From an optimization exercise on the open Yosys and OpenROAD flow, aimed at small area; shortcuts taken in it are not production practice. Where RTL was checked, it was by simulation tests only, not by an equivalence proof against the original. No functional check of the RTL was part of run 5. No driver is modelled on the clock port, so clocking that relies on it looks cheaper here than on a real chip. Power figures rest on the tool's default switching activity, not on a simulated workload.

File: design.v
module BankTicketMachineFSM (
    input clk,
    input rst_n,
    input [2:0] service_ButtonPress,
    input [3:0] officer_ButtonPress,
    output reg [6:0] Tickernum,
    output reg [1:0] Desknum,
    output reg [15:0] ticket_WaitingCustomers,
    output reg [2:0] ticket_ServiceType
    );
reg [2:0] act;
reg vld;
reg [15:0] q0, q1, q2;
wire [2:0] act_d;
wire nz0, nz1, nz2;
wire sel0, sel1, sel2, en0, en1, en2, dn, ld_n;
wire [6:0] tn_d;
wire [1:0] dk_d;
wire [2:0] st_d;
bank_ctrl ctrl (
    .s(service_ButtonPress), .o(officer_ButtonPress), .act(act), .vld(vld),
    .nz0(nz0), .nz1(nz1), .nz2(nz2), .tn(Tickernum), .dk(Desknum), .st(ticket_ServiceType),
    .act_d(act_d), .sel0(sel0), .sel1(sel1), .sel2(sel2), .en0(en0), .en1(en1), .en2(en2),
    .dn(dn), .ld_n(ld_n), .tn_d(tn_d), .dk_d(dk_d), .st_d(st_d));
bank_nz z0 (.q(q0), .nz(nz0));
bank_nz z1 (.q(q1), .nz(nz1));
bank_nz z2 (.q(q2), .nz(nz2));
wire [15:0] qs_n, x, t_n, nq, wc_d;
wire [3:0] tg, pg_n;
genvar i;
generate for (i = 0; i < 16; i = i + 1) begin : bits
    wire wc_h;
    bank_aoi222 mx (.a1(sel0), .a2(q0[i]), .b1(sel1), .b2(q1[i]), .c1(sel2), .c2(q2[i]), .y(qs_n[i]));
    if (i < 15) begin : xb
        bank_xnor2 xg (.a(qs_n[i]), .b(dn), .y(x[i]));
    end else begin : xn
        assign x[i] = 1'b0;
    end
    if (i % 4 == 0) begin : g0
        bank_xnor2 ng (.a(qs_n[i]), .b(tg[i/4]), .y(nq[i]));
        assign t_n[i] = 1'b0;
    end else begin : gn
        if (i % 4 == 1) begin : n1
            bank_nand2 tg1 (.a(tg[i/4]), .b(x[i-1]), .y(t_n[i]));
        end else if (i % 4 == 2) begin : n2
            bank_nand3 tg2 (.a(tg[i/4]), .b(x[i-2]), .c(x[i-1]), .y(t_n[i]));
        end else begin : n3
            bank_nand4 tg3 (.a(tg[i/4]), .b(x[i-3]), .c(x[i-2]), .d(x[i-1]), .y(t_n[i]));
        end
        bank_xor2 ng (.a(qs_n[i]), .b(t_n[i]), .y(nq[i]));
    end
    bank_nand2 wh (.a(ticket_WaitingCustomers[i]), .b(ld_n), .y(wc_h));
    bank_o21ai wm (.a1(qs_n[i]), .a2(ld_n), .b1(wc_h), .y(wc_d[i]));
end endgenerate
generate for (i = 0; i < 3; i = i + 1) begin : grp
    bank_nand4 pg (.a(x[4*i]), .b(x[4*i+1]), .c(x[4*i+2]), .d(x[4*i+3]), .y(pg_n[i]));
end endgenerate
assign pg_n[3] = 1'b1;
assign tg[0] = vld;
bank_inv tg1 (.a(pg_n[0]), .y(tg[1]));
bank_nor2 tg2 (.a(pg_n[0]), .b(pg_n[1]), .y(tg[2]));
bank_nor3 tg3 (.a(pg_n[0]), .b(pg_n[1]), .c(pg_n[2]), .y(tg[3]));
always @(posedge clk or negedge rst_n) begin
    if (!rst_n) begin
        act <= 3'b000;
        vld <= 1'b0;
    end else begin
        act <= act_d;
        vld <= 1'b1;
    end
end
always @(posedge clk) begin
    if (en0) q0 <= nq;
    if (en1) q1 <= nq;
    if (en2) q2 <= nq;
end
always @(posedge clk or negedge rst_n) begin
    if (!rst_n) begin
        Tickernum <= 7'd0;
        Desknum <= 2'd0;
        ticket_WaitingCustomers <= 16'd0;
        ticket_ServiceType <= 3'b000;
    end else begin
        Tickernum <= tn_d;
        Desknum <= dk_d;
        ticket_WaitingCustomers <= wc_d;
        ticket_ServiceType <= st_d;
    end
end
endmodule
module bank_ctrl (input [2:0] s, input [3:0] o, input [2:0] act, input vld, input nz0, input nz1, input nz2,
    input [6:0] tn, input [1:0] dk, input [2:0] st,
    output reg [2:0] act_d, output sel0, output sel1, output sel2, output en0, output en1, output en2,
    output dn, output ld_n, output [6:0] tn_d, output [1:0] dk_d, output [2:0] st_d);
always @(*) begin
    case (s)
        3'b001: act_d = 3'd1;
        3'b010: act_d = 3'd2;
        3'b100: act_d = 3'd3;
        3'b000: case (o)
            4'b0001: act_d = 3'd4;
            4'b0010: act_d = 3'd5;
            4'b0100: act_d = 3'd7;
            4'b1000: act_d = 3'd6;
            default: act_d = 3'd0;
        endcase
        default: act_d = 3'd0;
    endcase
end
wire S0 = (act == 3'd1);
wire S1 = (act == 3'd2);
wire S2 = (act == 3'd3);
wire O1 = (act == 3'd4);
wire O2 = (act == 3'd5);
wire O3 = (act == 3'd7);
wire O4 = (act == 3'd6);
wire isS = S0 | S1 | S2;
assign sel0 = S0 | ((O1 | O4) & nz0) | (O3 & ~nz2 & nz0);
assign sel1 = S1 | (O1 & ~nz0 & nz1) | (O2 & nz1) | (O3 & ~nz2 & ~nz0 & nz1);
assign sel2 = S2 | (O1 & ~nz0 & ~nz1 & nz2) | (O2 & ~nz1 & nz2) | (O3 & nz2) | (O4 & ~nz0 & nz2);
assign en0 = sel0 | ~vld;
assign en1 = sel1 | ~vld;
assign en2 = sel2 | ~vld;
assign dn = act[2];
assign ld_n = ~isS;
wire found = act[2] & (sel0 | sel1 | sel2);
assign tn_d = tn + found;
assign dk_d = O1 ? 2'd0 : O2 ? 2'd1 : O3 ? 2'd2 : dk;
assign st_d = isS ? {S2, S1, S0} : st;
endmodule
module bank_nz (input [15:0] q, output nz);
assign nz = |q;
endmodule
module bank_aoi222 (input a1, input a2, input b1, input b2, input c1, input c2, output y);
assign y = ~((a1 & a2) | (b1 & b2) | (c1 & c2));
endmodule
module bank_xor2 (input a, input b, output y);
assign y = a ^ b;
endmodule
module bank_xnor2 (input a, input b, output y);
assign y = ~(a ^ b);
endmodule
module bank_nand2 (input a, input b, output y);
assign y = ~(a & b);
endmodule
module bank_nor2 (input a, input b, output y);
assign y = ~(a | b);
endmodule
module bank_o21ai (input a1, input a2, input b1, output y);
assign y = ~((a1 | a2) & b1);
endmodule
module bank_nand3 (input a, input b, input c, output y);
assign y = ~(a & b & c);
endmodule
module bank_nand4 (input a, input b, input c, input d, output y);
assign y = ~(a & b & c & d);
endmodule
module bank_nor3 (input a, input b, input c, output y);
assign y = ~(a | b | c);
endmodule
module bank_nor4 (input a, input b, input c, input d, output y);
assign y = ~(a | b | c | d);
endmodule
module bank_inv (input a, output y);
assign y = ~a;
endmodule
File: flow/run.sh
#!/bin/bash
# The standard ORFS layout (standard.sh) with these changes:
#  - the port buffers are sky130_fd_sc_hd__buf_1 cells;
#  - the clock is buffered by flow/clkbuf.tcl before CTS: a root buffer on
#    the clock port drives one buffer per group of registers. The clock net
#    then has a single sink and clock_tree_synthesis leaves it as it is;
#  - no dummy clock loads;
#  - after synthesis, flow/downsize.tcl gives each gate its smallest drive
#    strength, and the buffers synthesis added are removed; the repairs
#    size up what the layout needs;
#  - after CTS, flow/shrink.tcl gives each gate the smallest drive strength
#    that keeps the slew, capacitance and fanout limits and some setup slack.
# make's output goes to flow_make.log; each ORFS step logs to orfs/logs.
set -euo pipefail
here=$(pwd)
export BUFFER_PORTS_ARGS="-buffer_cell sky130_fd_sc_hd__buf_1"
export PRE_CTS_TCL="$here/flow/clkbuf.tcl"
export CTS_ARGS="-clk_nets clk -dont_use_dummy_load -buf_list sky130_fd_sc_hd__clkbuf_16"
export PRE_FLOORPLAN_TCL="$here/flow/downsize.tcl"
export REMOVE_ABC_BUFFERS=1
export POST_CTS_TCL="$here/flow/shrink.tcl"
export SHRINK_SETUP_MARGIN=0.1
export CLKROOT_CELL=sky130_fd_sc_hd__clkbuf_4
export CLKLEAF_CELL=sky130_fd_sc_hd__clkbuf_8
export CLK_COLS=2
export CLK_ROWS=2
bash standard.sh > flow_make.log 2>&1
File: flow/clkbuf.tcl
# Clock buffering in place of the H-tree: split the register clock pins into
# CLK_COLS x CLK_ROWS groups of equal size by position, drive each group from
# one CLKLEAF_CELL buffer at the group's centre, and drive those buffers from
# one CLKROOT_CELL buffer on the clock port. The clock net then has a single
# sink, so clock_tree_synthesis leaves it alone.
set block [ord::get_db_block]
set clknet [$block findNet clk]
set leafm [[ord::get_db] findMaster $::env(CLKLEAF_CELL)]
set rootm [[ord::get_db] findMaster $::env(CLKROOT_CELL)]
set cols $::env(CLK_COLS)
set rows $::env(CLK_ROWS)
set pins {}
foreach it [$clknet getITerms] {
  set bb [[$it getInst] getBBox]
  lappend pins [list $it [expr {([$bb xMin] + [$bb xMax]) / 2}] [expr {([$bb yMin] + [$bb yMax]) / 2}]]
}
set n [llength $pins]
set groups {}
set byx [lsort -integer -index 1 $pins]
for {set c 0} {$c < $cols} {incr c} {
  set slice [lrange $byx [expr {$c * $n / $cols}] [expr {($c + 1) * $n / $cols - 1}]]
  set m [llength $slice]
  set byy [lsort -integer -index 2 $slice]
  for {set r 0} {$r < $rows} {incr r} {
    lappend groups [lrange $byy [expr {$r * $m / $rows}] [expr {($r + 1) * $m / $rows - 1}]]
  }
}
set root [odb::dbInst_create $block $rootm clkbuf_root]
set rnet [odb::dbNet_create $block clknet_root]
$rnet setSigType CLOCK
[$root findITerm A] connect $clknet
[$root findITerm X] connect $rnet
set ax 0; set ay 0; set k 0; set sizes {}
foreach g $groups {
  set sx 0; set sy 0
  foreach p $g { incr sx [lindex $p 1]; incr sy [lindex $p 2] }
  set gx [expr {$sx / [llength $g]}]; set gy [expr {$sy / [llength $g]}]
  incr ax $gx; incr ay $gy
  set inst [odb::dbInst_create $block $leafm clkbuf_leaf_$k]
  set net [odb::dbNet_create $block clknet_leaf_$k]
  $net setSigType CLOCK
  [$inst findITerm A] connect $rnet
  [$inst findITerm X] connect $net
  $inst setLocation [expr {$gx - [$leafm getWidth] / 2}] [expr {$gy - [$leafm getHeight] / 2}]
  $inst setPlacementStatus PLACED
  foreach p $g {
    set it [lindex $p 0]
    $it disconnect
    $it connect $net
  }
  lappend sizes [llength $g]
  incr k
}
$root setLocation [expr {$ax / $k - [$rootm getWidth] / 2}] [expr {$ay / $k - [$rootm getHeight] / 2}]
$root setPlacementStatus PLACED
puts "clkbuf: $n clock pins in groups of $sizes"
File: flow/downsize.tcl
# Synthesis sizes some gates for speed it does not need. Give every
# combinational cell the smallest-area drive strength of its kind; the
# timing repairs that follow size up whatever the layout needs.
set n 0
foreach inst [get_cells *] {
  set m [get_property $inst ref_name]
  if {![regexp {^(sky130_fd_sc_hd__[a-z0-9]+)_([0-9]+)$} $m -> base drive]} continue
  if {[regexp {__(df|edf|sdf|dl|conb|tap|fill|decap)} $base]} continue
  set best $m
  set best_area [get_property [get_lib_cells */$m] area]
  foreach d {0 1 2} {
    set c [get_lib_cells -quiet */${base}_$d]
    if {$c eq ""} continue
    if {[get_property $c dont_use]} continue
    set a [get_property $c area]
    if {$a < $best_area - 1e-6} { set best ${base}_$d; set best_area $a }
  }
  if {$best ne $m} {
    replace_cell $inst [get_lib_cells */$best]
    incr n
  }
}
puts "downsize: replaced $n cells"
File: flow/shrink.tcl
# Area recovery after CTS: give each gate, largest first, the smallest
# drive strength of its kind that keeps every slew, capacitance and fanout
# limit, and keeps the worst setup slack above SHRINK_SETUP_MARGIN ns (or
# its current value, if that is lower) and the worst hold slack at or above
# zero. Clock buffers keep their cells; registers keep their cell type and
# may only change drive strength.
estimate_parasitics -placement
proc shrink_limits_ok {} {
  return [expr {[sta::max_slew_violation_count] == 0
                && [sta::max_capacitance_violation_count] == 0
                && [sta::max_fanout_violation_count] == 0}]
}
set setup_floor [expr {min($::env(SHRINK_SETUP_MARGIN) * 1e-9, [sta::worst_slack_cmd max])}]
set hold_floor [expr {min(0.0, [sta::worst_slack_cmd min])}]
set limits0 [shrink_limits_ok]
set items {}
foreach inst [get_cells *] {
  set m [get_property $inst ref_name]
  if {[regexp {__(dl|conb|tap|fill|decap|clkbuf|clkinv)} $m]} continue
  if {![regexp {^(sky130_fd_sc_hd__[a-z0-9]+)_([0-9]+)$} $m -> base drive]} continue
  lappend items [list $inst $m $base [get_property [get_lib_cells */$m] area]]
}
set items [lsort -real -decreasing -index 3 $items]
set n 0
set saved 0.0
foreach it $items {
  lassign $it inst m base area
  set cands {}
  foreach c [get_lib_cells */${base}_*] {
    set cn [get_name $c]
    if {![regexp "^${base}_\[0-9\]+\$" $cn]} continue
    if {[get_property $c dont_use]} continue
    set a [get_property $c area]
    if {$a < $area - 1e-6} { lappend cands [list $cn $a] }
  }
  foreach c [lsort -real -index 1 $cands] {
    lassign $c cn a
    replace_cell $inst [get_lib_cells */$cn]
    if {[sta::worst_slack_cmd max] >= $setup_floor && [sta::worst_slack_cmd min] >= $hold_floor
        && (![expr {$limits0}] || [shrink_limits_ok])} {
      incr n
      set saved [expr {$saved + $area - $a}]
      break
    }
    replace_cell $inst [get_lib_cells */$m]
  }
}
puts [format "shrink: resized %d cells, %.1f um2 less; worst setup slack %.3f ns" $n $saved [expr {[sta::worst_slack_cmd max] * 1e9}]]
detailed_placement
check_placement
File: standard.sh
#!/bin/bash
# synth_recipe.tcl (not shown) runs the flow's synth.tcl, then flattens the netlist and writes it again
# the make line also repeats each setting of config.mk as NAME=value (left out here)
make -C /OpenROAD-flow-scripts/flow DESIGN_CONFIG=/design/flow/config.mk WORK_HOME=/design/flow/orfs CLKGATE_MAP_FILE= SYNTH_SCRIPT=/design/flow/synth_recipe.tcl "${@:-finish}"
File: config.mk
export PLATFORM = sky130hd
export DESIGN_NAME = BankTicketMachineFSM
export DESIGN_NICKNAME = BankTicketMachineFSM
export VERILOG_FILES = /design/flow/design.v
export SDC_FILE = /design/flow/constraint.sdc
export NUM_CORES = 4
export LEC_CHECK = 0
export CAP_MARGIN = 0
export CORE_MARGIN = 2
export CORE_UTILIZATION = 40
export GPL_TIMING_DRIVEN = 0
export SLEW_MARGIN = 0
export SYNTH_HIERARCHICAL = 1
export SYNTH_MINIMUM_KEEP_SIZE = 0
File: constraint.sdc
create_clock -name core_clock -period 5.0 [get_ports {clk}]
set_input_delay 1.0000 -clock core_clock [delete_from_list [all_inputs] [get_ports {clk}]]
set_output_delay 1.0000 -clock core_clock [all_outputs]
set_load 0.01 [all_outputs]
==> results of run 1 <==
## cell usage after synthesis (6+ instances only)
master / count
sky130_fd_sc_hd__xnor2_1: 25
sky130_fd_sc_hd__nand2_1: 23
sky130_fd_sc_hd__nand3_1: 8
sky130_fd_sc_hd__nor2_1: 7
sky130_fd_sc_hd__a222oi_1: 16
sky130_fd_sc_hd__edfxtp_1: 48
sky130_fd_sc_hd__nand4_1: 10
sky130_fd_sc_hd__nor4_1: 12
sky130_fd_sc_hd__dfrtp_1: 32
sky130_fd_sc_hd__o21ai_1: 17
sky130_fd_sc_hd__xor2_1: 13
sky130_fd_sc_hd__a21oi_1: 6
## flip-flops by register name, indices dropped and copies added, names as in the netlist
register / flops
q0: 16
Tickernum: 7
vld: 1
q2: 16
ticket_ServiceType: 3
Desknum: 2
ticket_WaitingCustomers: 16
act: 3
q1: 16
## worst paths after layout
kind,startpoint,endpoint,slack (ns),cells after the start
setup / recovery,q0[11],q1[15],0.63,11
hold / removal,Tickernum[6],Tickernum[6],0.48,1
setup reg to reg,q0[11],q1[15],0.63,11
hold reg to reg,Tickernum[6],Tickernum[6],0.48,1
max in group asynchronous,rst_n,ticket_WaitingCustomers[11],3.87,1
min in group asynchronous,rst_n,Tickernum[1],0.67,1
## kinds of logic (layout without fill, tap and decap cells)
family                     count (synthesis)  count (layout)  share of synthesized area
DFF                                       80              80                      0.657
and+or+nand+nor                           72              72                      0.111
AOI/OAI and AO/OA                         54              54                      0.116
xor gates and xnor gates                  38              38                     0.0975
buffers and inverters                      7              49                     0.0103
adders and majority gates                  2               2                    0.00733
other                                      1               1                    0.00110
## cell type report
class | count | area share
sequential | 80 | 0.600
multi-input combinational | 167 | 0.304
timing repair buffer | 40 | 0.0405
tap | 105 | 0.0351
buffer | 5 | 0.0167
inverter | 4 | 0.00401
## modules after synthesis (local to each module, per instance), a selection
module | flops+latches | area (um^2) | cells
bank_o21ai | 0 | 5.00 | 1
bank_xnor2 | 0 | 8.76 | 1
bank_aoi222 | 0 | 10.0 | 1
BankTicketMachineFSM | 80 | 2250 | 81
bank_nand2 | 0 | 3.75 | 1
bank_xor2 | 0 | 8.76 | 1
bank_inv | 0 | 3.75 | 1
bank_ctrl | 0 | 404 | 61
bank_nand3 | 0 | 5.00 | 1
bank_nz | 0 | 31.3 | 5
bank_nor2 | 0 | 3.75 | 1
bank_nor3 | 0 | 10.0 | 1
## metrics by stage
stage          total power, uW  cells   util
2_1_floorplan              981    251      -
3_3_place_gp              1060    392  0.444
3_5_place_dp              1070    396  0.452
5_1_grt                   1370    401  0.455
6_report                  1310    401  0.455
## metal layers
| metal | vias up | global-route usage |
|---|---|---|
| li1 | 1075 | - |
| met1 | 1088 | 0.216 |
| met2 | 69 | 0.270 |
| met3 | 13 | 0.00861 |
| met4 | 0 | 0.0286 |
| met5 | - | 0 |
## worst max-delay path: cells and delay by family (launching register included)
family | cells | cell delay, ns
AND/OR/NAND/NOR | 6 | 2.00
AO/OA/AOI/OAI | 3 | 1.12
XOR/XNOR | 2 | 0.57
flip-flops | 1 | 0.42
## power by group through the flow
| stage | combinational [uW] | clock, uW | sequential [uW] |
|---|---|---|---|
| floorplan | 109 | 0 | 872 |
| global placement | 193 | 0 | 866 |
| detailed placement | 206 | 0 | 866 |
| global route | 223 | 287 | 863 |
| finish | 197 | 258 | 853 |
==> parameters.txt, run 1 <==
Parameter                              Value

Status
  Run status ... timing/DRC/antenna clean

Synth
  FF+latch count, synth ... 80
  Share of synthesized registers carrying an async set or reset ... 0.400
  Distinct cells, synth ... 34
  Post-synth top flop ... sky130_fd_sc_hd__edfxtp_1
  Number of instances in the synthesized netlist ... 254
  Sequential share of the synthesized area ... 0.657
  Chip area line of the yosys report ... 3410 um^2
  Total number of yosys warnings ... 8
  Area share of the largest cell type after synthesis ... 0.422
  Top cell type by total area after synthesis ... sky130_fd_sc_hd__edfxtp_1
  Main area contributors after synthesis ... sky130_fd_sc_hd__edfxtp_1 (42%), sky130_fd_sc_hd__dfrtp_1 (23%), sky130_fd_sc_hd__xnor2_1 (6.4%)
  Number of flops mapped to enable cells by yosys ... 48

Place
  Final HPWL DP ... 4.90 mm
  Cell area reported after detailed placement ... 3720 um^2
  RD Place Congestion ... 0.789
  Placement-stage worst setup slack ... 0.210 ns
  Buffers on Ports ... 36

Detailed routing
  Wire length reported by the detailed router ... 6.82 mm
  Routed WL per cell ... 17.0 um
  Wire length on met1 ... 2.93 mm
  Routed vias ... 2245
  DR WL met2 ... 3.30 mm
  Routed length on met3 ... 451 um
  Number of detailed-route iterations in the first pass ... 6
  Antenna Nets Post-Route ... 0
  Uppermost signal routing layer after detailed routing ... met4
  Number of violations reported at the end of detailed-routing iteration 0 ... 147
  Per-cell via count in the routed design ... 5.60
  DRC ... 0

Timing
  Number of failing setup endpoints in the final timing report ... 0
  Count of pins over their slew limit ... 0
  Final cycle utilization of the critical path ... 0.874
  Post-route setup TNS ... 0 ns
  Fin. Hold Viols ... 0
  Max Clk Rate ... 229 MHz
  Fin Clk Skew ... 0.00450 ns
  PnR worst setup slack ... 0.630 ns
  Minimum period implied by the final worst setup slack ... 4.37 ns
  Max transition margin ... 0.168
  Fin Hold WS ... 0.478 ns
  Worst Tran Pin Value ... 1.25 ns
  Unrepaired setup endpoints after global routing ... false

Floorplan
  DIE HEIGHT ... 96.1 um
  Horizontal die dimension ... 96.1 um
  Number of placement rows ... 33
  Starting density of the core ... 0.413
  I/O pin count ... 37
  Core area ... 8220 um^2
  Die ar. ... 9230 um^2

Pwr
  Power per Cell Area ... 349 nW/um^2
  Switching share of power ... 0.273
  Combinational share of power ... 0.150
  Sw Pwr ... 356 uW
  Total leakage power ... 0.00131 uW
  Internal power of the cells ... 950 uW
  Register share of total power ... 0.652
  Peak ir drop on the vdd network ... 0.000144 V
  Clk network pwr share ... 0.197

Global routing
  Largest net degree at the start of global routing ... 33
  Overflow left after global routing ... 0
  GRT Resource Usage Total ... 0.155
  Global-route wire length before repair ... 11.2 mm
  Initial antenna violation count ... 0
  Via count of the first global-routing pass ... 2229

Clocking
  Clock transition at the registers of the reported paths ... 0.11 ns
  Clock latency reported for the late side of the worst-skew pair ... 0.38 ns

Setup path
  Slowest cell delay on critical path ... 0.66 ns
  Critical-path top delay cell ... sky130_fd_sc_hd__o22ai_2
  Required time reported for the critical path endpoint ... 5.11 ns
  Data arrival time of the worst path ... 4.48 ns
  Type of the setup path with the least slack ... flop to flop
  Maximum fanout along the worst path ... 16
  Library cell appearing most often on the critical path ... sky130_fd_sc_hd__nand4_1
  Category of the worst setup path capture point ... flop
  Ordered cell list for the critical path ... nor4_1 -> nand4_1 -> nor2b_1 -> a2bb2oi_1 -> o22ai_2 -> a222oi_1 -> xnor2_1 -> nand4_1 -> nor3_1 -> nand4_1 -> xor2_1
  Startpoint class of the critical path ... flop

Layout
  Share of layout cells above drive strength 1 ... 0.0304
  Nets@finish ... 309
  Leading cell types in the layout, fill and taps excluded ... sky130_fd_sc_hd__edfxtp_1 (48), sky130_fd_sc_hd__buf_1 (39), sky130_fd_sc_hd__dfrtp_1 (32)
  Register cell area after layout ... 2240 um^2
  Fill cells ... 769
  Area of the multi-input gates ... 1140 um^2
  Post-route cell area ... 3740 um^2
  Antenna diode count ... 0
  Most common library cell in the layout ignoring fill and taps ... sky130_fd_sc_hd__edfxtp_1

Worst hold path
  Kind of path behind the tightest hold check ... flop to flop

Run
  Number of maximum-capacitance constraint violations ... 0
==> inputs of run 2 (changes only) <==
--- a/flow/run.sh
+++ b/flow/run.sh
@@ -19,8 +19,10 @@
 export PRE_FLOORPLAN_TCL="$here/flow/downsize.tcl"
 export REMOVE_ABC_BUFFERS=1
-export POST_CTS_TCL="$here/flow/shrink.tcl"
+export POST_CTS_TCL="$here/flow/post_cts.tcl"
 export SHRINK_SETUP_MARGIN=0.1
 export CLKROOT_CELL=sky130_fd_sc_hd__clkbuf_4
 export CLKLEAF_CELL=sky130_fd_sc_hd__clkbuf_8
+export CLKROOT_INV=sky130_fd_sc_hd__inv_2
+export CLKLEAF_INV=sky130_fd_sc_hd__inv_8
 export CLK_COLS=2
 export CLK_ROWS=2
--- a/flow/clkbuf.tcl
+++ b/flow/clkbuf.tcl
@@ -3,9 +3,21 @@
 # one CLKLEAF_CELL buffer at the group's centre, and drive those buffers from
 # one CLKROOT_CELL buffer on the clock port. The clock net then has a single
-# sink, so clock_tree_synthesis leaves it alone.
+# sink, so clock_tree_synthesis leaves it alone. The two cells may both be
+# inverters, which gives the registers the clock's own polarity.
 set block [ord::get_db_block]
 set clknet [$block findNet clk]
 set leafm [[ord::get_db] findMaster $::env(CLKLEAF_CELL)]
 set rootm [[ord::get_db] findMaster $::env(CLKROOT_CELL)]
+# input and output pin names of a one-input cell (buffer or inverter)
+proc clk_pins {m} {
+  set in ""; set out ""
+  foreach t [$m getMTerms] {
+    if {[$t getSigType] ne "SIGNAL"} continue
+    if {[$t getIoType] eq "INPUT"} { set in [$t getName] } elseif {[$t getIoType] eq "OUTPUT"} { set out [$t getName] }
+  }
+  return [list $in $out]
+}
+lassign [clk_pins $leafm] leaf_in leaf_out
+lassign [clk_pins $rootm] root_in root_out
 set cols $::env(CLK_COLS)
 set rows $::env(CLK_ROWS)
@@ -29,6 +41,6 @@
 set rnet [odb::dbNet_create $block clknet_root]
 $rnet setSigType CLOCK
-[$root findITerm A] connect $clknet
-[$root findITerm X] connect $rnet
+[$root findITerm $root_in] connect $clknet
+[$root findITerm $root_out] connect $rnet
 set ax 0; set ay 0; set k 0; set sizes {}
 foreach g $groups {
@@ -40,6 +52,6 @@
   set net [odb::dbNet_create $block clknet_leaf_$k]
   $net setSigType CLOCK
-  [$inst findITerm A] connect $rnet
-  [$inst findITerm X] connect $net
+  [$inst findITerm $leaf_in] connect $rnet
+  [$inst findITerm $leaf_out] connect $net
   $inst setLocation [expr {$gx - [$leafm getWidth] / 2}] [expr {$gy - [$leafm getHeight] / 2}]
   $inst setPlacementStatus PLACED
==> flow/clkinv.tcl (new file) <==
# After CTS (which leaves the single-sink clock net alone): replace the
# clock buffers that flow/clkbuf.tcl placed, the root and the group
# buffers, by inverters, CLKROOT_INV and CLKLEAF_INV. The two inversions
# cancel, so every register still sees the clock's own polarity.
set block [ord::get_db_block]
proc clk_to_inv {block inst master} {
  set in ""; set out ""
  foreach t [$master getMTerms] {
    if {[$t getSigType] ne "SIGNAL"} continue
    if {[$t getIoType] eq "INPUT"} { set in [$t getName] } elseif {[$t getIoType] eq "OUTPUT"} { set out [$t getName] }
  }
  set a [[$inst findITerm A] getNet]
  set x [[$inst findITerm X] getNet]
  set loc [$inst getLocation]
  set name [$inst getName]
  odb::dbInst_destroy $inst
  set new [odb::dbInst_create $block $master ${name}_inv]
  [$new findITerm $in] connect $a
  [$new findITerm $out] connect $x
  $new setLocation [lindex $loc 0] [lindex $loc 1]
  $new setPlacementStatus PLACED
}
set rootm [[ord::get_db] findMaster $::env(CLKROOT_INV)]
set leafm [[ord::get_db] findMaster $::env(CLKLEAF_INV)]
set n 0
foreach inst [$block getInsts] {
  set name [$inst getName]
  if {$name eq "clkbuf_root"} { clk_to_inv $block $inst $rootm; incr n }
}
foreach inst [$block getInsts] {
  set name [$inst getName]
  if {[string match clkbuf_leaf_* $name]} { clk_to_inv $block $inst $leafm; incr n }
}
puts "clkinv: $n clock buffers replaced by inverters"
==> flow/post_cts.tcl (new file) <==
# After CTS: clock buffers to inverters, then area recovery (which ends with
# detailed placement).
source [file join [file dirname [info script]] clkinv.tcl]
source [file join [file dirname [info script]] shrink.tcl]
--- a/flow/shrink.tcl
+++ b/flow/shrink.tcl
@@ -17,4 +17,5 @@
 foreach inst [get_cells *] {
   set m [get_property $inst ref_name]
+  if {[string match clkbuf_* [get_full_name $inst]]} continue
   if {[regexp {__(dl|conb|tap|fill|decap|clkbuf|clkinv)} $m]} continue
   if {![regexp {^(sky130_fd_sc_hd__[a-z0-9]+)_([0-9]+)$} $m -> base drive]} continue
==> run 2 against run 1 <==
  * Still clean
  * Fmax fell by 0.61%
  * Hold slack got worse by 0.00060 ns
  * Clock power fell by 7%
  * Highest routed layer unchanged
==> parameters.txt, run 2 <==
Parameter                              Value

Status
  Run status ... timing/DRC/antenna clean (unchanged)

Timing
  Fin Clk Skew ... 0.00625 ns (was 0.00450 ns)
  Fin Hold WS ... 0.477 ns (was 0.478 ns)
  Post-route setup TNS ... 0 ns (unchanged)
  Unrepaired setup endpoints after global routing ... false (unchanged)
  Minimum period implied by the final worst setup slack ... 4.40 ns (was 4.37 ns)
  Final cycle utilization of the critical path ... 0.879 (was 0.874)
  Max Clk Rate ... 227 MHz (was 229 MHz)
  Count of pins over their slew limit ... 0 (unchanged)
  Fin. Hold Viols ... 0 (unchanged)
  Worst Tran Pin Value ... 1.25 ns (about the same)
  Max transition margin ... 0.165 (was 0.168)
  Number of failing setup endpoints in the final timing report ... 0 (unchanged)

Synth
  Number of instances in the synthesized netlist ... 254 (unchanged)
  Sequential share of the synthesized area ... 0.657 (unchanged)
  Main area contributors after synthesis ... sky130_fd_sc_hd__edfxtp_1 (42%), sky130_fd_sc_hd__dfrtp_1 (23%), sky130_fd_sc_hd__xnor2_1 (6.4%) (unchanged)
  Distinct cells, synth ... 34 (unchanged)
  FF+latch count, synth ... 80 (unchanged)
  Number of flops mapped to enable cells by yosys ... 48 (unchanged)
  Share of synthesized registers carrying an async set or reset ... 0.400 (unchanged)
  Chip area line of the yosys report ... 3410 um^2 (unchanged)
  Most common cell in the netlist ... sky130_fd_sc_hd__edfxtp_1 (unchanged)
  Post-synth top flop ... sky130_fd_sc_hd__edfxtp_1 (unchanged)
  Top cell type by total area after synthesis ... sky130_fd_sc_hd__edfxtp_1 (unchanged)
  Total number of yosys warnings ... 8 (unchanged)
  Top post-synthesis cells by count ... sky130_fd_sc_hd__edfxtp_1 (48), sky130_fd_sc_hd__dfrtp_1 (32), sky130_fd_sc_hd__xnor2_1 (25) (unchanged)
  Area share of the largest cell type after synthesis ... 0.422 (unchanged)

Detailed routing
  Routed WL per cell ... 17.1 um (was 17.0 um)
  Routed vias ... 2270 (was 2245)
  Per-cell via count in the routed design ... 5.66 (was 5.60)
  DRC ... 0 (unchanged)
  Wire length reported by the detailed router ... 6.85 mm (was 6.82 mm)
  Antenna Nets Post-Route ... 0 (unchanged)
  Number of violations reported at the end of detailed-routing iteration 0 ... 144 (was 147)
  Number of detailed-route iterations in the first pass ... 6 (unchanged)

Layout
  Antenna diode count ... 0 (unchanged)
  Post-route cell area ... 3730 um^2 (was 3740 um^2)
  Fill cells ... 766 (was 769)
  Leading cell types in the layout, fill and taps excluded ... sky130_fd_sc_hd__edfxtp_1 (48), sky130_fd_sc_hd__buf_1 (39), sky130_fd_sc_hd__dfrtp_1 (32) (unchanged)
  Finished Core Util ... 0.453 (was 0.455)
  Share of layout cells above drive strength 1 ... 0.0304 (unchanged)
  Nets@finish ... 309 (unchanged)
  Most common library cell in the layout ignoring fill and taps ... sky130_fd_sc_hd__edfxtp_1 (unchanged)

Setup path
  Type of the setup path with the least slack ... flop to flop (unchanged)
  Delay-heaviest family, CP ... simple AND/OR/NAND/NOR gates (unchanged)
  Number of cells on the worst reg-to-reg path ... 11 (unchanged)
  CP Capture Point ... q0[15] (was q1[15])
  Reg2reg setup slack ... 0.60 ns (was 0.63 ns)
  Critical-path top delay cell ... sky130_fd_sc_hd__o22ai_2 (unchanged)
  Ordered cell list for the critical path ... nor4_1 -> nand4_1 -> nor2b_1 -> a2bb2oi_1 -> o22ai_2 -> a222oi_1 -> xnor2_1 -> nand4_1 -> nor3_1 -> nand4_1 -> xor2_1 (unchanged)
  Data arrival time of the worst path ... 4.43 ns (was 4.48 ns)
  Library cell appearing most often on the critical path ... sky130_fd_sc_hd__nand4_1 (unchanged)
  Launch point of the critical path ... q0[11] (unchanged)
  Category of the worst setup path capture point ... flop (unchanged)
  Critical R2R Capture ... q0[15] (was q1[15])
  Slowest cell delay on critical path ... 0.67 ns (was 0.66 ns)
  Startpoint class of the critical path ... flop (unchanged)
  Total number of cells along the worst setup path ... 11 (unchanged)
  Worst reg2reg startpoint ... q0[11] (unchanged)
  Worst Path Buf+Inv ... 0 (unchanged)
  Required time reported for the critical path endpoint ... 5.04 ns (was 5.11 ns)
  Maximum fanout along the worst path ... 16 (unchanged)

Run
  Number of maximum-capacitance constraint violations ... 0 (unchanged)

Floorplan
  Die ar. ... 9230 um^2 (unchanged)
  DIE HEIGHT ... 96.1 um (unchanged)
  Number of placement rows ... 33 (unchanged)
  Starting density of the core ... 0.413 (unchanged)
  I/O pin count ... 37 (unchanged)
  Horizontal die dimension ... 96.1 um (unchanged)
  Core area ... 8220 um^2 (unchanged)

Place
  Final HPWL DP ... 4.90 mm (unchanged)
  RD Place Congestion ... 0.789 (unchanged)
  Cell area reported after detailed placement ... 3720 um^2 (unchanged)
  Buffers on Ports ... 36 (unchanged)

Worst hold path
  Worst hold path cell count ... 1 (unchanged)
  Kind of path behind the tightest hold check ... flop to flop (unchanged)
  Start point of the worst min-delay path ... Tickernum[6] (unchanged)

Pwr
  Total leakage power ... 0.00131 uW (about the same)
  Post-layout power ... 1290 uW (was 1310 uW)
  Power per Cell Area ... 346 nW/um^2 (was 349 nW/um^2)
  Peak ir drop on the vdd network ... 0.000136 V (was 0.000144 V)

Global routing
  Overflow left after global routing ... 0 (unchanged)
  Via count of the first global-routing pass ... 2229 (unchanged)
  GRT Resource Usage Total ... 0.155 (unchanged)
  Global-route wire length before repair ... 11.2 mm (unchanged)
  Largest net degree at the start of global routing ... 33 (unchanged)
  Initial antenna violation count ... 0 (unchanged)

Clocking
  Clock transition at the registers of the reported paths ... 0.11 ns (about the same)
  Clock latency reported for the late side of the worst-skew pair ... 0.31 ns (was 0.38 ns)
[run 2: worst reg2reg max path: cells and delay by family, from the launching register on]
family,cells,cell delay (ns)
flip-flops,1,0.41
AO/OA/AOI/OAI,3,1.13
XOR/XNOR,2,0.57
AND/OR/NAND/NOR,6,2.02
[run 2: worst min path at each step]
stage	endpoint	slack, ns
after floorplan	Tickernum[6]	0.51
after global placement	Tickernum[6]	0.46
after detailed placement	Tickernum[6]	0.47
after global routing	ticket_WaitingCustomers[1]	0.52
final	Tickernum[6]	0.48
[run 2: metal layers]
layer / part of all wire / GRT usage / wire length [um] / vias to the layer above
met2: 0.49 / 0.270 / 3350 / 69
met1: 0.44 / 0.216 / 3030 / 1116
li1: - / - / - / 1075
met5: 0 / 0 / 0 / -
met3: 0.051 / 0.00861 / 349 / 10
met4: 0.017 / 0.0286 / 114 / 0
[run 2: stage by stage]
step,setup slack (ns),instances
6_report,0.603,401
5_1_grt,0.157,401
3_5_place_dp,0.210,396
3_3_place_gp,0.197,392
2_1_floorplan,1.46,251
[run 2: kinds of logic after synthesis]
group,after synthesis,synth area share
compound gates,54,0.116
fa+ha+maj,2,0.00733
simple gates,72,0.111
buf+inv,7,0.0103
other cells,1,0.00110
flops,80,0.657
xor+xnor,38,0.0975
[run 2: cell type report]
cell class                      count  area [um^2]  share of cell area
Inverter                            9         63.8              0.0171
Multi-Input combinational cell    167         1140               0.305
Tap cell                          105          131              0.0353
Timing Repair Buffer               40          151              0.0406
Sequential cell                    80         2240               0.602
[run 2: Yosys stat by module (local to each module, per instance), excerpt]
module,flops+latches,copies in the design
bank_inv,0,1
bank_nand3,0,4
bank_nand4,0,7
bank_nor2,0,1
bank_nz,0,3
bank_o21ai,0,16
bank_xor2,0,12
[run 2: power by group]
group	internal, uW	switching, uW
Clock	29.7	211
Sequential	800	53.2
Combinational	68.2	128
Total	898	392
==> inputs of run 3 (changes only) <==
--- a/flow/run.sh
+++ b/flow/run.sh
@@ -24,6 +24,6 @@
 export CLKLEAF_CELL=sky130_fd_sc_hd__clkbuf_8
 export CLKROOT_INV=sky130_fd_sc_hd__inv_2
-export CLKLEAF_INV=sky130_fd_sc_hd__inv_8
+export CLKLEAF_INV=sky130_fd_sc_hd__inv_16
 export CLK_COLS=2
-export CLK_ROWS=2
+export CLK_ROWS=1
 bash standard.sh > flow_make.log 2>&1
==> run 3 against run 2 <==
  * Synthesized cell count is the same
  * Total power shrank 1.1%
  * Fmax shrank 0.98%
  * Register-to-register slack lost 0.04 ns
  * Critical endpoint is now q2[14]
  * Sequential power is essentially flat
  * Critical path type unchanged
  * Largest cell class unchanged
  * Die area is the same
==> parameters.txt, run 3 <==
Parameter                              Value

Timing
  Count of pins over their slew limit ... 0 (unchanged)
  Post-route setup TNS ... 0 ns (unchanged)
  Final cycle utilization of the critical path ... 0.888 (was 0.879)
  Worst Tran Pin Value ... 1.22 ns (was 1.25 ns)
  Number of failing setup endpoints in the final timing report ... 0 (unchanged)
  Minimum period implied by the final worst setup slack ... 4.44 ns (was 4.40 ns)
  Fin. Hold Viols ... 0 (unchanged)
  PnR worst setup slack ... 0.560 ns (was 0.603 ns)
  Fin Hold WS ... 0.479 ns (was 0.477 ns)
  Unrepaired setup endpoints after global routing ... false (unchanged)
  Max Clk Rate ... 225 MHz (was 227 MHz)
  Fin Clk Skew ... 0.0152 ns (was 0.00625 ns)
  Max transition margin ... 0.185 (was 0.165)

Global routing
  GRT Resource Usage Total ... 0.152 (was 0.155)
  Via count of the first global-routing pass ... 2199 (was 2229)
  Global-route wire length before repair ... 11.0 mm (was 11.2 mm)
  Initial antenna violation count ... 0 (unchanged)
  Overflow left after global routing ... 0 (unchanged)
  Largest net degree at the start of global routing ... 41 (was 33)

Synth
  Share of synthesized registers carrying an async set or reset ... 0.400 (unchanged)
  Post-synth top flop ... sky130_fd_sc_hd__edfxtp_1 (unchanged)
  Area share of the largest cell type after synthesis ... 0.422 (unchanged)
  Distinct cells, synth ... 34 (unchanged)
  Top cell type by total area after synthesis ... sky130_fd_sc_hd__edfxtp_1 (unchanged)
  Main area contributors after synthesis ... sky130_fd_sc_hd__edfxtp_1 (42%), sky130_fd_sc_hd__dfrtp_1 (23%), sky130_fd_sc_hd__xnor2_1 (6.4%) (unchanged)
  Chip area line of the yosys report ... 3410 um^2 (unchanged)
  FF+latch count, synth ... 80 (unchanged)
  Top post-synthesis cells by count ... sky130_fd_sc_hd__edfxtp_1 (48), sky130_fd_sc_hd__dfrtp_1 (32), sky130_fd_sc_hd__xnor2_1 (25) (unchanged)
  Sequential share of the synthesized area ... 0.657 (unchanged)
  Total number of yosys warnings ... 8 (unchanged)
  Number of instances in the synthesized netlist ... 254 (unchanged)
  Number of flops mapped to enable cells by yosys ... 48 (unchanged)
  Most common cell in the netlist ... sky130_fd_sc_hd__edfxtp_1 (unchanged)

Setup path
  Data arrival time of the worst path ... 4.45 ns (was 4.43 ns)
  Ordered cell list for the critical path ... nor4_1 -> nand4_1 -> nor2b_1 -> a2bb2oi_1 -> o22ai_2 -> a222oi_1 -> xnor2_1 -> nand4_1 -> nor3_1 -> nand3_1 -> xor2_1 (was nor4_1 -> nand4_1 -> nor2b_1 -> a2bb2oi_1 -> o22ai_2 -> a222oi_1 -> xnor2_1 -> nand4_1 -> nor3_1 -> nand4_1 -> xor2_1)
  Slowest cell delay on critical path ... 0.67 ns (about the same)
  Critical-path top delay cell ... sky130_fd_sc_hd__o22ai_2 (unchanged)
  Reg2reg setup slack ... 0.56 ns (was 0.60 ns)
  Worst reg2reg startpoint ... q0[12] (was q0[11])
  Launch point of the critical path ... q0[12] (was q0[11])
  Category of the worst setup path capture point ... flop (unchanged)
  Startpoint class of the critical path ... flop (unchanged)
  Required time reported for the critical path endpoint ... 5.01 ns (was 5.04 ns)
  Number of cells on the worst reg-to-reg path ... 11 (unchanged)
  Type of the setup path with the least slack ... flop to flop (unchanged)
  Library cell appearing most often on the critical path ... sky130_fd_sc_hd__nand4_1 (unchanged)
  Maximum fanout along the worst path ... 16 (unchanged)
  Critical R2R Capture ... q2[14] (was q0[15])
  CP Capture Point ... q2[14] (was q0[15])

Detailed routing
  DRC ... 0 (unchanged)
  Number of detailed-route iterations in the first pass ... 6 (unchanged)
  Per-cell via count in the routed design ... 5.57 (was 5.66)
  Antenna Nets Post-Route ... 0 (unchanged)
  Number of violations reported at the end of detailed-routing iteration 0 ... 148 (was 144)
  Routed WL per cell ... 16.7 um (was 17.1 um)
  Wire length reported by the detailed router ... 6.69 mm (was 6.85 mm)
  Routed vias ... 2229 (was 2270)

Clocking
  Clock latency reported for the late side of the worst-skew pair ... 0.29 ns (was 0.31 ns)
  Clock transition at the registers of the reported paths ... 0.12 ns (was 0.11 ns)

Place
  Final HPWL DP ... 4.90 mm (unchanged)
  Placement-stage worst setup slack ... 0.210 ns (unchanged)
  RD Place Congestion ... 0.789 (unchanged)
  Cell area reported after detailed placement ... 3720 um^2 (unchanged)
  Buffers on Ports ... 36 (unchanged)

Pwr
  Total leakage power ... 0.00131 uW (about the same)
  Internal power of the cells ... 896 uW (was 898 uW)
  Combinational share of power ... 0.154 (was 0.152)
  Clk network pwr share ... 0.177 (was 0.186)
  Peak ir drop on the vdd network ... 0.000226 V (was 0.000136 V)
  Sw Pwr ... 379 uW (was 392 uW)
  Switching share of power ... 0.297 (was 0.304)
  Register share of total power ... 0.669 (was 0.661)
  Power per Cell Area ... 343 nW/um^2 (was 346 nW/um^2)
  Post-layout power ... 1280 uW (was 1290 uW)

Layout
  Share of layout cells above drive strength 1 ... 0.0237 (was 0.0304)
  Register cell area after layout ... 2240 um^2 (unchanged)
  Antenna diode count ... 0 (unchanged)
  Nets@finish ... 308 (was 309)
  Leading cell types in the layout, fill and taps excluded ... sky130_fd_sc_hd__edfxtp_1 (48), sky130_fd_sc_hd__buf_1 (39), sky130_fd_sc_hd__dfrtp_1 (32) (unchanged)
  Fill cells ... 765 (was 766)
  Post-route cell area ... 3720 um^2 (was 3730 um^2)
  Area of the multi-input gates ... 1130 um^2 (was 1140 um^2)
  Most common library cell in the layout ignoring fill and taps ... sky130_fd_sc_hd__edfxtp_1 (unchanged)

Floorplan
  Core area ... 8220 um^2 (unchanged)
  Number of placement rows ... 33 (unchanged)
  Die ar. ... 9230 um^2 (unchanged)
  DIE HEIGHT ... 96.1 um (unchanged)
  Horizontal die dimension ... 96.1 um (unchanged)
  I/O pin count ... 37 (unchanged)
  Starting density of the core ... 0.413 (unchanged)

Worst hold path
  Start point of the worst min-delay path ... Tickernum[6] (unchanged)
  Kind of path behind the tightest hold check ... flop to flop (unchanged)

Run
  Number of maximum-capacitance constraint violations ... 0 (unchanged)

Status
  Run status ... timing/DRC/antenna clean (unchanged)
[run 3: cells by family after synthesis]
kind of cell / synth area share
xor+xnor: 0.0975
buf+inv: 0.0103
flops: 0.657
simple gates: 0.111
compound gates: 0.116
fa+ha+maj: 0.00733
other cells: 0.00110
[run 3: layer usage]
layer | part of all wire | track usage | up-vias
met3 | 0.039 | 0.00861 | 12
met5 | 0 | 0 | -
met2 | 0.49 | 0.269 | 51
li1 | - | - | 1076
met4 | 0.018 | 0.0202 | 0
met1 | 0.45 | 0.213 | 1090
[run 3: how the worst min path moves through the flow]
stage / endpoint / slack, ns / depth (start not counted)
2_1_floorplan: Tickernum[6] / 0.51 / 1
3_3_place_gp: Tickernum[6] / 0.46 / 1
3_5_place_dp: Tickernum[6] / 0.47 / 1
5_1_grt: Tickernum[6] / 0.52 / 1
6_report: Tickernum[6] / 0.48 / 1
[run 3: per-module statistics from Yosys, one instance, submodules excluded, a selection]
module / flops+latches / cells inside
BankTicketMachineFSM: 80 / 81
bank_ctrl: 0 / 61
bank_nor2: 0 / 1
bank_aoi222: 0 / 1
bank_nz: 0 / 5
bank_nand4: 0 / 1
bank_inv: 0 / 1
bank_nand2: 0 / 1
bank_o21ai: 0 / 1
bank_xnor2: 0 / 1
bank_nand3: 0 / 1
bank_xor2: 0 / 1
[run 3: per-stage QoR]
step	utilization	cells
after floorplan	-	251
after global placement	0.444	392
after detailed placement	0.452	396
after global routing	0.453	400
final	0.453	400
[run 3: area by class of cell]
| type | count | share of cell area |
|---|---|---|
| Inverter | 7 | 0.0158 |
| Sequential cell | 80 | 0.602 |
| Timing Repair Buffer | 41 | 0.0427 |
| Tap cell | 105 | 0.0353 |
| Multi-Input combinational cell | 167 | 0.304 |
[run 3: power by group through the flow]
stage	combinational (uW)	clock [uW]	sequential, uW
after floorplan	109	0	872
after global placement	193	0	866
after detailed placement	206	0	866
after global routing	223	258	863
final	197	226	853
[run 3: critical path: cells and delay by family, from the launching register on]
family	cells	cell delay (ns)
XOR/XNOR	2	0.57
AO/OA/AOI/OAI	3	1.13
flip-flops	1	0.43
AND/OR/NAND/NOR	6	2.00
==> inputs of run 4 (changes only) <==
--- a/flow/run.sh
+++ b/flow/run.sh
@@ -3,11 +3,14 @@
 #  - the port buffers are sky130_fd_sc_hd__buf_1 cells;
 #  - the clock is buffered by flow/clkbuf.tcl before CTS: a root buffer on
-#    the clock port drives one buffer per group of registers. The clock net
-#    then has a single sink and clock_tree_synthesis leaves it as it is;
+#    the clock port drives one buffer per group of registers (2 x 2 groups
+#    of equal size). The clock net then has a single sink and
+#    clock_tree_synthesis leaves it as it is. After CTS, flow/clkinv.tcl
+#    turns the root and group buffers into inverters (two inversions, so
+#    the registers keep the clock's polarity);
 #  - no dummy clock loads;
 #  - after synthesis, flow/downsize.tcl gives each gate its smallest drive
 #    strength, and the buffers synthesis added are removed; the repairs
 #    size up what the layout needs;
-#  - after CTS, flow/shrink.tcl gives each gate the smallest drive strength
+#  - after CTS (flow/post_cts.tcl), flow/shrink.tcl gives each gate the smallest drive strength
 #    that keeps the slew, capacitance and fanout limits and some setup slack.
 # make's output goes to flow_make.log; each ORFS step logs to orfs/logs.
@@ -24,6 +27,6 @@
 export CLKLEAF_CELL=sky130_fd_sc_hd__clkbuf_8
 export CLKROOT_INV=sky130_fd_sc_hd__inv_2
-export CLKLEAF_INV=sky130_fd_sc_hd__inv_16
+export CLKLEAF_INV=sky130_fd_sc_hd__inv_8
 export CLK_COLS=2
-export CLK_ROWS=1
+export CLK_ROWS=2
 bash standard.sh > flow_make.log 2>&1
==> run 4 against run 3 <==
  * Highest routed layer unchanged
  * Sequential power barely moved
  * Final cell count rose by 0.25%
  * Hold slack got worse by 0.0018 ns
  * Synthesized cell count did not move
  * Largest cell class unchanged
  * Still clean on timing, DRC and antenna
  * Critical path type unchanged
  * Setup slack improved by 0.043 ns
==> parameters.txt, run 4 <==
Parameter                              Value

Worst hold path
  End point of the worst hold path ... Tickernum[6] (unchanged)
  Kind of path behind the tightest hold check ... flop to flop (unchanged)
  Worst hold path cell count ... 1 (unchanged)
  Start point of the worst min-delay path ... Tickernum[6] (unchanged)

Pwr
  Internal power of the cells ... 898 uW (was 896 uW)
  Register share of total power ... 0.661 (was 0.669)
  Power per Cell Area ... 346 nW/um^2 (was 343 nW/um^2)
  Sw Pwr ... 392 uW (was 379 uW)
  Total leakage power ... 0.00131 uW (about the same)
  Clk network pwr share ... 0.186 (was 0.177)
  Peak ir drop on the vdd network ... 0.000136 V (was 0.000226 V)
  Combinational share of power ... 0.152 (was 0.154)
  Switching share of power ... 0.304 (was 0.297)

Place
  Final HPWL DP ... 4.90 mm (unchanged)
  Placement-stage worst setup slack ... 0.210 ns (unchanged)
  Cell area reported after detailed placement ... 3720 um^2 (unchanged)
  RD Place Congestion ... 0.789 (unchanged)
  Buffers on Ports ... 36 (unchanged)

Clocking
  Clock latency reported for the late side of the worst-skew pair ... 0.31 ns (was 0.29 ns)
  Clock transition at the registers of the reported paths ... 0.11 ns (was 0.12 ns)

Setup path
  Slowest cell delay on critical path ... 0.67 ns (about the same)
  Worst Path Buf+Inv ... 0 (unchanged)
  Maximum fanout along the worst path ... 16 (unchanged)
  Critical R2R Capture ... q0[15] (was q2[14])
  Library cell appearing most often on the critical path ... sky130_fd_sc_hd__nand4_1 (unchanged)
  Category of the worst setup path capture point ... flop (unchanged)
  Reg2reg setup slack ... 0.60 ns (was 0.56 ns)
  Startpoint class of the critical path ... flop (unchanged)
  Number of cells on the worst reg-to-reg path ... 11 (unchanged)
  Worst reg2reg startpoint ... q0[11] (was q0[12])
  Critical-path top delay cell ... sky130_fd_sc_hd__o22ai_2 (unchanged)
  Ordered cell list for the critical path ... nor4_1 -> nand4_1 -> nor2b_1 -> a2bb2oi_1 -> o22ai_2 -> a222oi_1 -> xnor2_1 -> nand4_1 -> nor3_1 -> nand4_1 -> xor2_1 (was nor4_1 -> nand4_1 -> nor2b_1 -> a2bb2oi_1 -> o22ai_2 -> a222oi_1 -> xnor2_1 -> nand4_1 -> nor3_1 -> nand3_1 -> xor2_1)
  Data arrival time of the worst path ... 4.43 ns (was 4.45 ns)
  Delay-heaviest family, CP ... simple AND/OR/NAND/NOR gates (unchanged)
  Required time reported for the critical path endpoint ... 5.04 ns (was 5.01 ns)
  Type of the setup path with the least slack ... flop to flop (unchanged)

Floorplan
  Die ar. ... 9230 um^2 (unchanged)
  Number of placement rows ... 33 (unchanged)
  DIE HEIGHT ... 96.1 um (unchanged)
  Starting density of the core ... 0.413 (unchanged)
  Horizontal die dimension ... 96.1 um (unchanged)
  I/O pin count ... 37 (unchanged)
  Core area ... 8220 um^2 (unchanged)

Synth
  Main area contributors after synthesis ... sky130_fd_sc_hd__edfxtp_1 (42%), sky130_fd_sc_hd__dfrtp_1 (23%), sky130_fd_sc_hd__xnor2_1 (6.4%) (unchanged)
  Total number of yosys warnings ... 8 (unchanged)
  Arithmetic-cell share of the synthesized area counting full adders, half adders and majority gates ... 0.00733 (unchanged)
  Number of flops mapped to enable cells by yosys ... 48 (unchanged)
  Distinct cells, synth ... 34 (unchanged)
  Compound-cell area share of the yosys netlist ... 0.116 (unchanged)
  Chip area line of the yosys report ... 3410 um^2 (unchanged)
  Xor and xnor fraction of the mapped netlist area ... 0.0975 (unchanged)
  Mux share of post-synthesis cell area ... 0 (unchanged)
  Combinational family with the most area after synthesis ... compound AO/OA/AOI/OAI gates (unchanged)
  Number of instances in the synthesized netlist ... 254 (unchanged)
  Area fraction in and, or, nand and nor cells after synthesis ... 0.111 (unchanged)
  Sequential share of the synthesized area ... 0.657 (unchanged)
  Share of synthesized registers carrying an async set or reset ... 0.400 (unchanged)
  Top cell type by total area after synthesis ... sky130_fd_sc_hd__edfxtp_1 (unchanged)
  Most common cell in the netlist ... sky130_fd_sc_hd__edfxtp_1 (unchanged)
  FF+latch count, synth ... 80 (unchanged)
  Top post-synthesis cells by count ... sky130_fd_sc_hd__edfxtp_1 (48), sky130_fd_sc_hd__dfrtp_1 (32), sky130_fd_sc_hd__xnor2_1 (25) (unchanged)
  Post-synth top flop ... sky130_fd_sc_hd__edfxtp_1 (unchanged)
  Area share of the largest cell type after synthesis ... 0.422 (unchanged)

Layout
  Leading cell types in the layout, fill and taps excluded ... sky130_fd_sc_hd__edfxtp_1 (48), sky130_fd_sc_hd__buf_1 (39), sky130_fd_sc_hd__dfrtp_1 (32) (unchanged)
  Share of layout cells above drive strength 1 ... 0.0304 (was 0.0237)
  Finished Core Util ... 0.453 (about the same)
  Post-route cell area ... 3730 um^2 (was 3720 um^2)
  Nets@finish ... 309 (was 308)
  Antenna diode count ... 0 (unchanged)
  Most common library cell in the layout ignoring fill and taps ... sky130_fd_sc_hd__edfxtp_1 (unchanged)
  Fill cells ... 766 (was 765)

Global routing
  Largest net degree at the start of global routing ... 33 (was 41)
  GRT Resource Usage Total ... 0.155 (was 0.152)
  Via count of the first global-routing pass ... 2229 (was 2199)
  Global-route wire length before repair ... 11.2 mm (was 11.0 mm)
  Overflow left after global routing ... 0 (unchanged)
  Initial antenna violation count ... 0 (unchanged)

Detailed routing
  Wire length reported by the detailed router ... 6.85 mm (was 6.69 mm)
  Number of violations reported at the end of detailed-routing iteration 0 ... 144 (was 148)
  Routed vias ... 2270 (was 2229)
  Antenna Nets Post-Route ... 0 (unchanged)
  DRC ... 0 (unchanged)
  Per-cell via count in the routed design ... 5.66 (was 5.57)
  Routed WL per cell ... 17.1 um (was 16.7 um)
  Number of detailed-route iterations in the first pass ... 6 (unchanged)

Timing
  Count of pins over their slew limit ... 0 (unchanged)
  Fin. Hold Viols ... 0 (unchanged)
  Fin Clk Skew ... 0.00625 ns (was 0.0152 ns)
  Max transition margin ... 0.165 (was 0.185)
  Minimum period implied by the final worst setup slack ... 4.40 ns (was 4.44 ns)
  Worst Tran Pin Value ... 1.25 ns (was 1.22 ns)
  Max Clk Rate ... 227 MHz (was 225 MHz)
  Unrepaired setup endpoints after global routing ... false (unchanged)
  Post-route setup TNS ... 0 ns (unchanged)
  Number of failing setup endpoints in the final timing report ... 0 (unchanged)
  Fin Hold WS ... 0.477 ns (was 0.479 ns)
  Final cycle utilization of the critical path ... 0.879 (was 0.888)
  PnR worst setup slack ... 0.603 ns (was 0.560 ns)

Run
  Number of maximum-capacitance constraint violations ... 0 (unchanged)

Status
  Run status ... timing/DRC/antenna clean (unchanged)
run 4: cell types whose count changed in the layout (fill, tap and decap cells not counted), sizes merged:
cell and delta:
inv +2, buf -1
run 4: worst max-delay path by stage:
stage | slack (ns) | to | startpoint | cells past startpoint
after floorplan | 1.46 | q0[15] | q0[12] | 11
after global placement | 0.20 | q1[15] | q0[10] | 11
after global routing | 0.16 | q0[15] | act[2] | 9
final | 0.60 | q0[15] | q0[11] | 11
after detailed placement | 0.21 | q1[15] | act[2] | 8
run 4: per-layer routing:
layer  GRT usage  wire length [um]
met1       0.216              3030
met2       0.270              3350
met3     0.00861               349
met4      0.0286               114
met5           0                 0
run 4: area by class of cell:
type                       count  area [um^2]  share of cell area
timing repair buffer          40          151              0.0406
tap                          105          131              0.0353
sequential                    80         2240               0.602
inverter                       9         63.8              0.0171
multi-input combinational    167         1140               0.305
run 4: logic make-up after synthesis:
group           count (synthesis)
xor+xnor                       38
simple gates                   72
compound gates                 54
flops                          80
fa+ha+maj                       2
buf+inv                         7
other cells                     1
run 4: modules after synthesis, one instance, submodules excluded, excerpt:
module	flops+latches	times used	cell area, um^2
bank_nand3	0	4	5.00
bank_nand2	0	20	3.75
bank_aoi222	0	16	10.0
bank_nand4	0	7	6.26
bank_nz	0	3	31.3
bank_xnor2	0	19	8.76
BankTicketMachineFSM	80	1	2250
bank_nor2	0	1	3.75
bank_o21ai	0	16	5.00
bank_ctrl	0	1	404
bank_inv	0	1	3.75
bank_nor3	0	1	10.0
run 4: power by group through the flow:
stage	combinational [uW]	clock, uW	sequential, uW
finish	197	240	853
global route	223	270	863
detailed placement	206	0	866
global placement	193	0	866
floorplan	109	0	872
run 4: metrics by stage:
| stage | power (uW) | instances |
|---|---|---|
| final | 1290 | 401 |
| after global placement | 1060 | 392 |
| after detailed placement | 1070 | 396 |
| after global routing | 1360 | 401 |
| after floorplan | 981 | 251 |
==> inputs of run 5 (changes only) <==
--- a/design.v
+++ b/design.v
@@ -96,10 +96,10 @@
     case (s)
         3'b001: act_d = 3'd1;
-        3'b010: act_d = 3'd2;
-        3'b100: act_d = 3'd3;
+        3'b010: act_d = 3'd3;
+        3'b100: act_d = 3'd2;
         3'b000: case (o)
-            4'b0001: act_d = 3'd4;
+            4'b0001: act_d = 3'd7;
             4'b0010: act_d = 3'd5;
-            4'b0100: act_d = 3'd7;
+            4'b0100: act_d = 3'd4;
             4'b1000: act_d = 3'd6;
             default: act_d = 3'd0;
@@ -109,9 +109,9 @@
 end
 wire S0 = (act == 3'd1);
-wire S1 = (act == 3'd2);
-wire S2 = (act == 3'd3);
-wire O1 = (act == 3'd4);
+wire S1 = (act == 3'd3);
+wire S2 = (act == 3'd2);
+wire O1 = (act == 3'd7);
 wire O2 = (act == 3'd5);
-wire O3 = (act == 3'd7);
+wire O3 = (act == 3'd4);
 wire O4 = (act == 3'd6);
 wire isS = S0 | S1 | S2;
==> run 5 against run 4 <==
  * Largest power group unchanged
  * Largest cell class unchanged
  * Combinational power increased by 12%
  * Register-to-register slack got worse by 0.24 ns
  * Clock power is 2% higher
  * Total power up 3.7%
  * Sequential share of layout area decreased by 0.38 points
  * Via count hardly changed
  * Sequential power up 2.5%
  * Critical path type unchanged
  * Wire length fell by 1.1%
  * Global-route usage is 0.38 points lower
  * Clock skew grew 0.0041 ns
  * Critical path depth is the same
==> parameters.txt, run 5 <==
Parameter                              Value

Pwr
  Switching share of power ... 0.311 (was 0.304)
  Combinational share of power ... 0.165 (was 0.152)
  Power per Cell Area ... 357 nW/um^2 (was 346 nW/um^2)
  Clk network pwr share ... 0.182 (was 0.186)
  Register share of total power ... 0.653 (was 0.661)
  Internal power of the cells ... 922 uW (was 898 uW)
  Sw Pwr ... 415 uW (was 392 uW)
  Post-layout power ... 1340 uW (was 1290 uW)
  Peak ir drop on the vdd network ... 0.000161 V (was 0.000136 V)
  Total leakage power ... 0.00134 uW (was 0.00131 uW)

Layout
  Fill cells ... 782 (was 766)
  Share of layout cells above drive strength 1 ... 0.0333 (was 0.0304)
  Final Instance Count excl. Fillers ... 405 (was 401)
  Antenna diode count ... 0 (unchanged)
  Nets@finish ... 313 (was 309)
  Leading cell types in the layout, fill and taps excluded ... sky130_fd_sc_hd__edfxtp_1 (48), sky130_fd_sc_hd__buf_1 (40), sky130_fd_sc_hd__dfrtp_1 (32) (was sky130_fd_sc_hd__edfxtp_1 (48), sky130_fd_sc_hd__buf_1 (39), sky130_fd_sc_hd__dfrtp_1 (32))
  Most common library cell in the layout ignoring fill and taps ... sky130_fd_sc_hd__edfxtp_1 (unchanged)

Place
  Number of cells in the design after placement ... 399 (was 396)
  Final HPWL DP ... 4.89 mm (was 4.90 mm)
  RD Place Congestion ... 0.780 (was 0.789)
  Buffers on Ports ... 36 (unchanged)

Synth
  Top post-synthesis cells by count ... sky130_fd_sc_hd__edfxtp_1 (48), sky130_fd_sc_hd__dfrtp_1 (32), sky130_fd_sc_hd__xnor2_1 (25) (unchanged)
  Share of synthesized registers carrying an async set or reset ... 0.400 (unchanged)
  Number of instances in the synthesized netlist ... 256 (was 254)
  FF+latch count, synth ... 80 (unchanged)
  Most common cell in the netlist ... sky130_fd_sc_hd__edfxtp_1 (unchanged)
  Total number of yosys warnings ... 8 (unchanged)
  Top cell type by total area after synthesis ... sky130_fd_sc_hd__edfxtp_1 (unchanged)
  Main area contributors after synthesis ... sky130_fd_sc_hd__edfxtp_1 (42%), sky130_fd_sc_hd__dfrtp_1 (23%), sky130_fd_sc_hd__xnor2_1 (6.4%) (unchanged)
  Chip area line of the yosys report ... 3410 um^2 (about the same)
  Sequential share of the synthesized area ... 0.657 (about the same)
  Number of flops mapped to enable cells by yosys ... 48 (unchanged)
  Post-synth top flop ... sky130_fd_sc_hd__edfxtp_1 (unchanged)
  Area share of the largest cell type after synthesis ... 0.423 (was 0.422)
  Distinct cells, synth ... 36 (was 34)

Clocking
  Clock latency reported for the late side of the worst-skew pair ... 0.31 ns (about the same)
  Clock transition at the registers of the reported paths ... 0.11 ns (about the same)

Detailed routing
  DRC ... 0 (unchanged)
  Routed vias ... 2269 (was 2270)
  Number of detailed-route iterations in the first pass ... 5 (was 6)
  Number of violations reported at the end of detailed-routing iteration 0 ... 203 (was 144)
  Per-cell via count in the routed design ... 5.60 (was 5.66)
  Routed WL per cell ... 16.7 um (was 17.1 um)
  Wire length reported by the detailed router ... 6.77 mm (was 6.85 mm)
  Antenna Nets Post-Route ... 0 (unchanged)

Floorplan
  Die ar. ... 9240 um^2 (was 9230 um^2)
  Horizontal die dimension ... 96.1 um (about the same)
  Core area ... 8220 um^2 (unchanged)
  I/O pin count ... 37 (unchanged)
  Number of placement rows ... 33 (unchanged)
  Starting density of the core ... 0.413 (about the same)
  DIE HEIGHT ... 96.1 um (about the same)

Setup path
  Startpoint class of the critical path ... flop (unchanged)
  Data arrival time of the worst path ... 4.67 ns (was 4.43 ns)
  Category of the worst setup path capture point ... flop (unchanged)
  Required time reported for the critical path endpoint ... 5.03 ns (was 5.04 ns)
  Type of the setup path with the least slack ... flop to flop (unchanged)
  Maximum fanout along the worst path ... 16 (unchanged)

Global routing
  Initial antenna violation count ... 0 (unchanged)
  Via count of the first global-routing pass ... 2165 (was 2229)
  Largest net degree at the start of global routing ... 33 (unchanged)
  Global-route wire length before repair ... 11.0 mm (was 11.2 mm)
  GRT Resource Usage Total ... 0.151 (was 0.155)
  Overflow left after global routing ... 0 (unchanged)

Timing
  Fin. Hold Viols ... 0 (unchanged)
  Max Clk Rate ... 216 MHz (was 227 MHz)
  Max transition margin ... 0.209 (was 0.165)
  Number of failing setup endpoints in the final timing report ... 0 (unchanged)
  Post-route setup TNS ... 0 ns (unchanged)
  Minimum period implied by the final worst setup slack ... 4.64 ns (was 4.40 ns)
  Unrepaired setup endpoints after global routing ... false (unchanged)
  Worst Tran Pin Value ... 1.19 ns (was 1.25 ns)
  Fin Clk Skew ... 0.0103 ns (was 0.00625 ns)
  Count of pins over their slew limit ... 0 (unchanged)
  Final cycle utilization of the critical path ... 0.927 (was 0.879)

Status
  Run status ... timing/DRC/antenna clean (unchanged)

Worst hold path
  Kind of path behind the tightest hold check ... flop to flop (unchanged)

Run
  Number of maximum-capacitance constraint violations ... 0 (unchanged)
run 5: cell types whose count changed in the layout (fill, tap and decap cells not counted), moves of 2 or more:
cell                       delta
sky130_fd_sc_hd__nor2_1       +5
sky130_fd_sc_hd__nor3_1       -2
sky130_fd_sc_hd__nor4b_1      -2
sky130_fd_sc_hd__o211ai_1     +2
sky130_fd_sc_hd__o221ai_1     -2
sky130_fd_sc_hd__o22ai_2      -2
sky130_fd_sc_hd__o31a_1       -2
sky130_fd_sc_hd__or3_1        +2
run 5: worst max-delay path, stage by stage, from the launching register on:
cell and delay, ns:
sky130_fd_sc_hd__edfxtp_1 0.42, sky130_fd_sc_hd__nor4_1 0.44, sky130_fd_sc_hd__nand4_1 0.29, sky130_fd_sc_hd__nand2_1 0.14
sky130_fd_sc_hd__a31oi_1 0.10, sky130_fd_sc_hd__nor2_1 0.94, sky130_fd_sc_hd__a222oi_1 0.38, sky130_fd_sc_hd__xnor2_1 0.37
sky130_fd_sc_hd__nand4_1 0.27, sky130_fd_sc_hd__nor3_1 0.56, sky130_fd_sc_hd__nand4_1 0.21, sky130_fd_sc_hd__xor2_1 0.22
run 5: per-layer routing:
layer	track usage	share of wire	vias to the layer above	routed length, um
li1	-	-	1079	-
met1	0.222	0.46	1104	3130
met2	0.249	0.47	76	3150
met3	0.0117	0.058	10	396
met4	0.0250	0.013	0	91
met5	0	0	-	0
run 5: kinds of logic (layout without fill, tap and decap cells):
logic type | after synthesis | count (layout) | share of synthesized area
AO/OA/AOI/OAI | 53 | 53 | 0.116
flip-flops | 80 | 80 | 0.657
XOR/XNOR | 39 | 39 | 0.100
buffers and inverters | 7 | 51 | 0.00917
adder cells (fa/ha/maj) | 2 | 2 | 0.00734
other | 1 | 1 | 0.00110
AND/OR/NAND/NOR | 74 | 74 | 0.109
run 5: cell type report:
class	count	area, um^2	area share
sequential	80	2240	0.598
multi-input combinational	169	1150	0.307
timing repair buffer	42	160	0.0427
tap	105	131	0.0350
inverter	9	63.8	0.0170
run 5: final timing paths:
kind                              start                         end  slack (ns)  depth (start not counted)
setup / recovery                 q0[11]                      q1[15]        0.36                         11
hold / removal             Tickernum[6]                Tickernum[6]        0.48                          1
setup reg to reg                 q0[11]                      q1[15]        0.36                         11
hold reg to reg            Tickernum[6]                Tickernum[6]        0.48                          1
max in group asynchronous         rst_n  ticket_WaitingCustomers[9]        3.79                          1
min in group asynchronous         rst_n                  Desknum[0]        0.73                          1
run 5: power by group through the flow:
stage                     Combinational, uW  Sequential (uW)  Clock (uW)
after detailed placement                230              887           0
after floorplan                         124              893           0
after global routing                    249              886         273
final                                   221              874         244
after global placement                  216              886           0
run 5: Yosys stat by module, one instance, submodules excluded:
module | area (um^2) | copies in the design | cells
bank_o21ai | 5.00 | 16 | 1
bank_inv | 3.75 | 1 | 1
bank_nand2 | 3.75 | 20 | 1
bank_nand4 | 6.26 | 7 | 1
bank_nor2 | 3.75 | 1 | 1
bank_nz | 31.3 | 3 | 5
bank_xor2 | 8.76 | 12 | 1
bank_ctrl | 403 | 1 | 63
bank_nor3 | 10.0 | 1 | 1
bank_aoi222 | 10.0 | 16 | 1
BankTicketMachineFSM | 2250 | 1 | 81
bank_nand3 | 5.00 | 4 | 1
bank_xnor2 | 8.76 | 19 | 1
run 5: through the flow:
| step | cell area, um^2 | setup slack (ns) | hold slack [ns] | utilization |
|---|---|---|---|---|
| global route | 3750 | 0.0115 | 0.506 | 0.456 |
| finish | 3750 | 0.363 | 0.481 | 0.456 |
| global placement | 3650 | -0.379 | 0.460 | 0.444 |
| floorplan | 3380 | 1.17 | 0.505 | - |
| detailed placement | 3730 | 0.362 | 0.465 | 0.454 |

Check on run 5: ideal ports give 0.363 ns setup slack; a clkbuf_16 on the clock port and buf_2 on the inputs give 0.363 ns; moving port delays by the midpoint clock arrival (0.337 ns) as well gives 0.363 ns.
